Background: an optimization exercise with open tools, aiming at small area. Do not read the settings as production practice.
Only simulation tests tie the RTL to the original design; equivalence was not proved.
Power is estimated from default activity; no workload was simulated.

the previous run:
==> flow/design.v (excerpt) <==
module spi_master #(parameter DATA_WIDTH = 16, parameter ADDRESS_WIDTH = 15)
(
    input   wire                                    clock,
    input   wire                                    reset_n,
    input   wire    [DATA_WIDTH-1:0]                data,
    input   wire    [ADDRESS_WIDTH-1:0]             address,
    input   wire                                    read_write,
    input   wire                                    enable,
    input   wire                                    burst_enable,
    input   wire    [15:0]                          burst_count,
    input   wire    [15:0]                          divider,
    input   wire                                    clock_phase,
    input   wire                                    clock_polarity,
    input   wire                                    master_in_slave_out,
    output  logic                                   serial_clock,
    output  logic   [DATA_WIDTH-1:0]                read_data,
    output  logic                                   busy,
    output  logic                                   slave_select,
    output  reg                                     master_out_slave_in,
    output  reg     [DATA_WIDTH+ADDRESS_WIDTH:0]    read_long_data,
    output  reg                                     read_data_valid,
    output  logic                                   burst_data_ready
);
export LEC_CHECK = 0
export CAP_MARGIN = 20
export CORE_MARGIN = 2
export CORE_UTILIZATION = 40
export SLEW_MARGIN = 20
create_clock -name core_clock -period 8.0 [get_ports {clock}]
standard.sh (not shown) runs the stock make flow with config.mk's settings and CLKGATE_MAP_FILE= SYNTH_SCRIPT=/design/flow/synth_recipe.tcl, a recipe that flattens the netlist after the stock synthesis.
==> flow/flow/run.sh <==
#!/bin/bash
set -euo pipefail
export BUFFER_PORTS_ARGS="-buffer_cell sky130_fd_sc_hd__buf_1"
export CTS_ARGS="-sink_clustering_enable -repair_clock_nets -dont_use_dummy_load -buf_list sky130_fd_sc_hd__clkbuf_8"
bash standard.sh > standard.log 2>&1
## Diff of input files: the current run against the previous run
==> flow/flow/run.sh <==
#!/bin/bash
# The standard layout (standard.sh), with these changes:
#  - synthesis maps the logic with an area-oriented ABC script (flow/area.abc);
#    flow/my_synth.tcl is synth_recipe.tcl with only the ABC script swapped
#  - the port buffers are the smallest buffer (buf_1) instead of the resizer's pick
#  - clock tree synthesis without dummy loads and with clkbuf_8 clock buffers
set -euo pipefail
HERE=$(pwd)
sed "s#SYNTH_SCRIPT=[^ ]*#SYNTH_SCRIPT=$HERE/flow/my_synth.tcl#" standard.sh > my_standard.sh
export MY_ABC_SCRIPT=$HERE/flow/area.abc
export BUFFER_PORTS_ARGS="-buffer_cell sky130_fd_sc_hd__buf_1"
export CTS_ARGS="-sink_clustering_enable -repair_clock_nets -dont_use_dummy_load -buf_list sky130_fd_sc_hd__clkbuf_8"
bash my_standard.sh > standard.log 2>&1
==> flow/flow/area.abc (new file) <==
strash
dch -f
amap
topo
==> flow/flow/my_synth.tcl (new file) <==
proc synth {args} { yosys synth -nofsm -noshare {*}$args }
proc abc {args} {
  set i [lsearch -exact $args -script]
  if {$i >= 0} { lset args [expr {$i + 1}] $::env(MY_ABC_SCRIPT) }
  yosys abc {*}$args
}
source $::env(SCRIPTS_DIR)/synth.tcl
# left out here: clear keep_hierarchy, flatten, clean up, hide names made inside functions, write 1_2_yosys.v
Findings:
- Compared to the previous run, the router laid down less metal wire for the current run.
- Compared with the previous run, the current run shows a higher share of the synthesized area in compound gates (AO/OA/AOI/OAI).
- Summary of the comparison: synthesized netlist net count is lower in the current run, relative to the previous run.
- Wire length on met3 on the current run is down relative to the previous run.
- Clock period minus final worst setup slack: higher on the current run
- Taking the previous run as the reference point, the total design power of the current run falls by about 40%.
- The current run vs. the previous run: global-route wire length before repair saw a decrease, design area dropped about 7%, effective utilization at floorplan picked up an extra 0.66 points.


== v44 ==
Another version of the RTL of spi_master (not shown whole).
Size in the first run: ~130 I/O pins.
export LEC_CHECK = 0
export CAP_MARGIN = 20
export CORE_MARGIN = 2
export CORE_UTILIZATION = 40
export SLEW_MARGIN = 20
create_clock -name core_clock -period 8.0 [get_ports {clock}]
==> flow/flow/run.sh <==
#!/bin/bash
# The standard layout (standard.sh), with these changes:
#  - synthesis maps the logic with an area-oriented ABC script (flow/area.abc);
#    flow/my_synth.tcl is synth_recipe.tcl with only the ABC script swapped
#  - the port buffers are the smallest buffer (buf_1) instead of the resizer's pick
#  - clock tree synthesis without dummy loads and with clkbuf_8 clock buffers
set -euo pipefail
HERE=$(pwd)
sed "s#SYNTH_SCRIPT=[^ ]*#SYNTH_SCRIPT=$HERE/flow/my_synth.tcl#" standard.sh > my_standard.sh
export MY_ABC_SCRIPT=$HERE/flow/area.abc
export BUFFER_PORTS_ARGS="-buffer_cell sky130_fd_sc_hd__buf_1"
export CTS_ARGS="-sink_clustering_enable -repair_clock_nets -dont_use_dummy_load -buf_list sky130_fd_sc_hd__clkbuf_8 -sink_clustering_size 20 -sink_clustering_max_diameter 100"
bash my_standard.sh > standard.log 2>&1
==> flow/flow/area.abc <==
strash
dch -f
amap
topo
==> flow/flow/my_synth.tcl <==
proc synth {args} { yosys synth -nofsm -noshare {*}$args }
proc abc {args} {
  set i [lsearch -exact $args -script]
  if {$i >= 0} { lset args [expr {$i + 1}] $::env(MY_ABC_SCRIPT) }
  yosys abc {*}$args
}
source $::env(SCRIPTS_DIR)/synth.tcl
# left out here: clear keep_hierarchy, flatten, clean up, hide names made inside functions, write 1_2_yosys.v
v44 completed every stage of the flow, and the final layout passed the timing, DRC and antenna checks.
--- input diff v44..v28 ---
-- flow/flow/run.sh --
<<< v44, line 10
export MY_ABC_SCRIPT=$HERE/flow/area.abc
export BUFFER_PORTS_ARGS="-buffer_cell sky130_fd_sc_hd__buf_1"
export CTS_ARGS="-sink_clustering_enable -repair_clock_nets -dont_use_dummy_load -buf_list sky130_fd_sc_hd__clkbuf_8 -sink_clustering_size 20 -sink_clustering_max_diameter 100"
bash my_standard.sh > standard.log 2>&1
>>> v28, line 10
export MY_ABC_SCRIPT=$HERE/flow/area.abc
export BUFFER_PORTS_ARGS="-buffer_cell sky130_fd_sc_hd__buf_1"
export CTS_ARGS="-sink_clustering_enable -repair_clock_nets -dont_use_dummy_load -buf_list sky130_fd_sc_hd__clkbuf_8"
bash my_standard.sh > standard.log 2>&1
--- outcome ---
- v28 | status: complete | timing, DRC, antenna: pass
- Reported for v28 and v44, remaining design rule violation count turned out identical to the last digit.
- Re pre-CTS setup slack: no difference whatsoever between v28 and v44.
- Between v28 and v44, the difference in maximum frequency is negligible.
- Clock share of power of v44 is on par with v28.
- Summary of v28 over v44: number of enable-type register cells in the synthesized netlist has remained practically unchanged; wire length flat.
- As far as post-synthesis register bit count goes, v28 and v44 are indistinguishable; the numbers are identical.
- Clock latency at the later pin of the worst-skew pair: v28 vs v44 — no meaningful difference
- Synthesized area: v44 vs v28 identical
- Any difference in via count of the first global-routing pass between v28 and v44 is small enough to ignore.
- Status: total power parity (v44, v28)
Modified inputs, v42 compared to v28
-- flow/flow/run.sh --
<<< v28, line 10
export MY_ABC_SCRIPT=$HERE/flow/area.abc
export BUFFER_PORTS_ARGS="-buffer_cell sky130_fd_sc_hd__buf_1"
export CTS_ARGS="-sink_clustering_enable -repair_clock_nets -dont_use_dummy_load -buf_list sky130_fd_sc_hd__clkbuf_8"
bash my_standard.sh > standard.log 2>&1
>>> v42, line 10
export MY_ABC_SCRIPT=$HERE/flow/area.abc
export BUFFER_PORTS_ARGS="-buffer_cell sky130_fd_sc_hd__buf_1"
export CTS_ARGS="-sink_clustering_enable -repair_clock_nets -dont_use_dummy_load -buf_list sky130_fd_sc_hd__clkbuf_8 -sink_buffer_max_cap_derate 1.0"
bash my_standard.sh > standard.log 2>&1
==> comparison <==
v42 | stages: all done | timing, DRC, antenna: all pass. Re area taken by flip-flops and latches: no difference whatsoever between v42 and v28. v28 -> v42: total global-route track usage delta 0, exact match. Between v42 and v28, the antenna diode count figures differ only marginally.


Another version of the RTL of spi_master (not shown whole).
For scale: about 440 cells after synthesis, roughly 130 I/O pins.
export LEC_CHECK = 0
export CAP_MARGIN = 20
export CORE_MARGIN = 2
export CORE_UTILIZATION = 40
export SLEW_MARGIN = 20
create_clock -name core_clock -period 8.0 [get_ports {clock}]
==> flow/flow/run.sh <==
#!/bin/bash
# The standard layout (standard.sh), with these changes:
#  - synthesis maps the logic with an area-oriented ABC script (flow/area.abc);
#    flow/my_synth.tcl is synth_recipe.tcl with only the ABC script swapped
#  - the port buffers are the smallest buffer (buf_1) instead of the resizer's pick
#  - clock tree synthesis without dummy loads and with clkbuf_8 clock buffers
set -euo pipefail
HERE=$(pwd)
sed "s#SYNTH_SCRIPT=[^ ]*#SYNTH_SCRIPT=$HERE/flow/my_synth.tcl#" standard.sh > my_standard.sh
export MY_ABC_SCRIPT=$HERE/flow/area.abc
export BUFFER_PORTS_ARGS="-buffer_cell sky130_fd_sc_hd__buf_1"
export CTS_ARGS="-repair_clock_nets -dont_use_dummy_load -buf_list sky130_fd_sc_hd__clkbuf_8"
bash my_standard.sh > standard.log 2>&1
Scripts as last shown in full above: flow/flow/area.abc, flow/flow/my_synth.tcl
Rerun with:
--- a/flow/flow/run.sh
+++ b/flow/flow/run.sh
@@ -12 +12 @@
-export CTS_ARGS="-repair_clock_nets -dont_use_dummy_load -buf_list sky130_fd_sc_hd__clkbuf_8"
+export CTS_ARGS="-sink_clustering_enable -repair_clock_nets -dont_use_dummy_load -buf_list sky130_fd_sc_hd__clkbuf_8"
- CORE_UTILIZATION: 40 -> 60
Outcome: Total power shrinks slightly. Via count grows by a few percent. Count of clock-buffer cells in the layout stays the same. Area after synthesis is unchanged. Global-route usage grows by 7.0 points.
Rerun with:
- CAP_MARGIN: 20 -> 0
- CORE_UTILIZATION: 60 -> 40
- SLEW_MARGIN: 20 -> 0
What happened:
- cell area went up slightly
- count of clock-buffer cells in the layout stays the same
- total power went up slightly
Rerun with:
--- a/flow/flow/run.sh
+++ b/flow/flow/run.sh
@@ -12 +12 @@
-export CTS_ARGS="-sink_clustering_enable -repair_clock_nets -dont_use_dummy_load -buf_list sky130_fd_sc_hd__clkbuf_8"
+export CTS_ARGS="-sink_clustering_enable -repair_clock_nets -dont_use_dummy_load -buf_list sky130_fd_sc_hd__clkbuf_16"
- CAP_MARGIN: 0 -> 20
- SLEW_MARGIN: 0 -> 20
The new run passed the timing, DRC and antenna checks.
Setup slack got worse by 21 ps.
Cell area came out higher by 1.8%.
Routed wire length rose by 0.96%.
Utilization goes up by 0.84 points.
Hold slack is worse by 9.2 ps.
Register-to-register slack stays flat.
Power is higher by 12%.
Sequential share of layout area came out lower by 0.93 points.
Global-route usage went up by 0.30 points.
Non-clock buffer count is unchanged.
Cell count is unchanged.

[port drivers added, routing unchanged]
The results above use ideal ports. As a check the final layouts listed here were re-extracted and re-timed, cells and wires unchanged.
Step 1 sets driving cells, clkbuf_16 on the clock port and buf_2 on the other inputs (assumed; they add their load-dependent delay and slew).
Step 2 adds t to the input delays and takes it off the output delays; t is the mean of the earliest and latest rising clock arrival at the registers after step 1. Input paths then give back, and output paths get back, about the clock's delay inside the block.
Slacks: ideal ports / drivers / drivers and shift; pairs: ideal ports / drivers.
| run | t (ns) | slack for setup (ns) | clock arrival spread, ns | worst slew at a driven data input, ns |
|---|---|---|---|---|
| the previous run | 0.398 | 3.900 / 3.916 / 3.518 | 0.036 / 0.037 | 0.05 |
| the current run | 0.409 | 2.626 / 2.638 / 2.229 | 0.035 / 0.036 | 0.05 |
| v44 | 0.440 | 2.889 / 2.898 / 2.458 | 0.029 / 0.029 | 0.05 |
| v28 | 0.440 | 2.889 / 2.898 / 2.458 | 0.029 / 0.029 | 0.05 |
| v42 | 0.440 | 2.889 / 2.898 / 2.458 | 0.029 / 0.029 | 0.05 |
| the first run of note 3 | 0.386 | 2.761 / 2.765 / 2.379 | 0.033 / 0.033 | 0.05 |
| the second run of note 3 | 0.379 | 2.697 / 2.707 / 2.328 | 0.037 / 0.036 | 0.04 |
| the third run of note 3 | 0.386 | 2.761 / 2.765 / 2.379 | 0.033 / 0.033 | 0.05 |
| the fourth run of note 3 | 0.377 | 2.741 / 2.748 / 2.371 | 0.019 / 0.019 | 0.05 |
After both steps setup and hold are still met in every run listed.
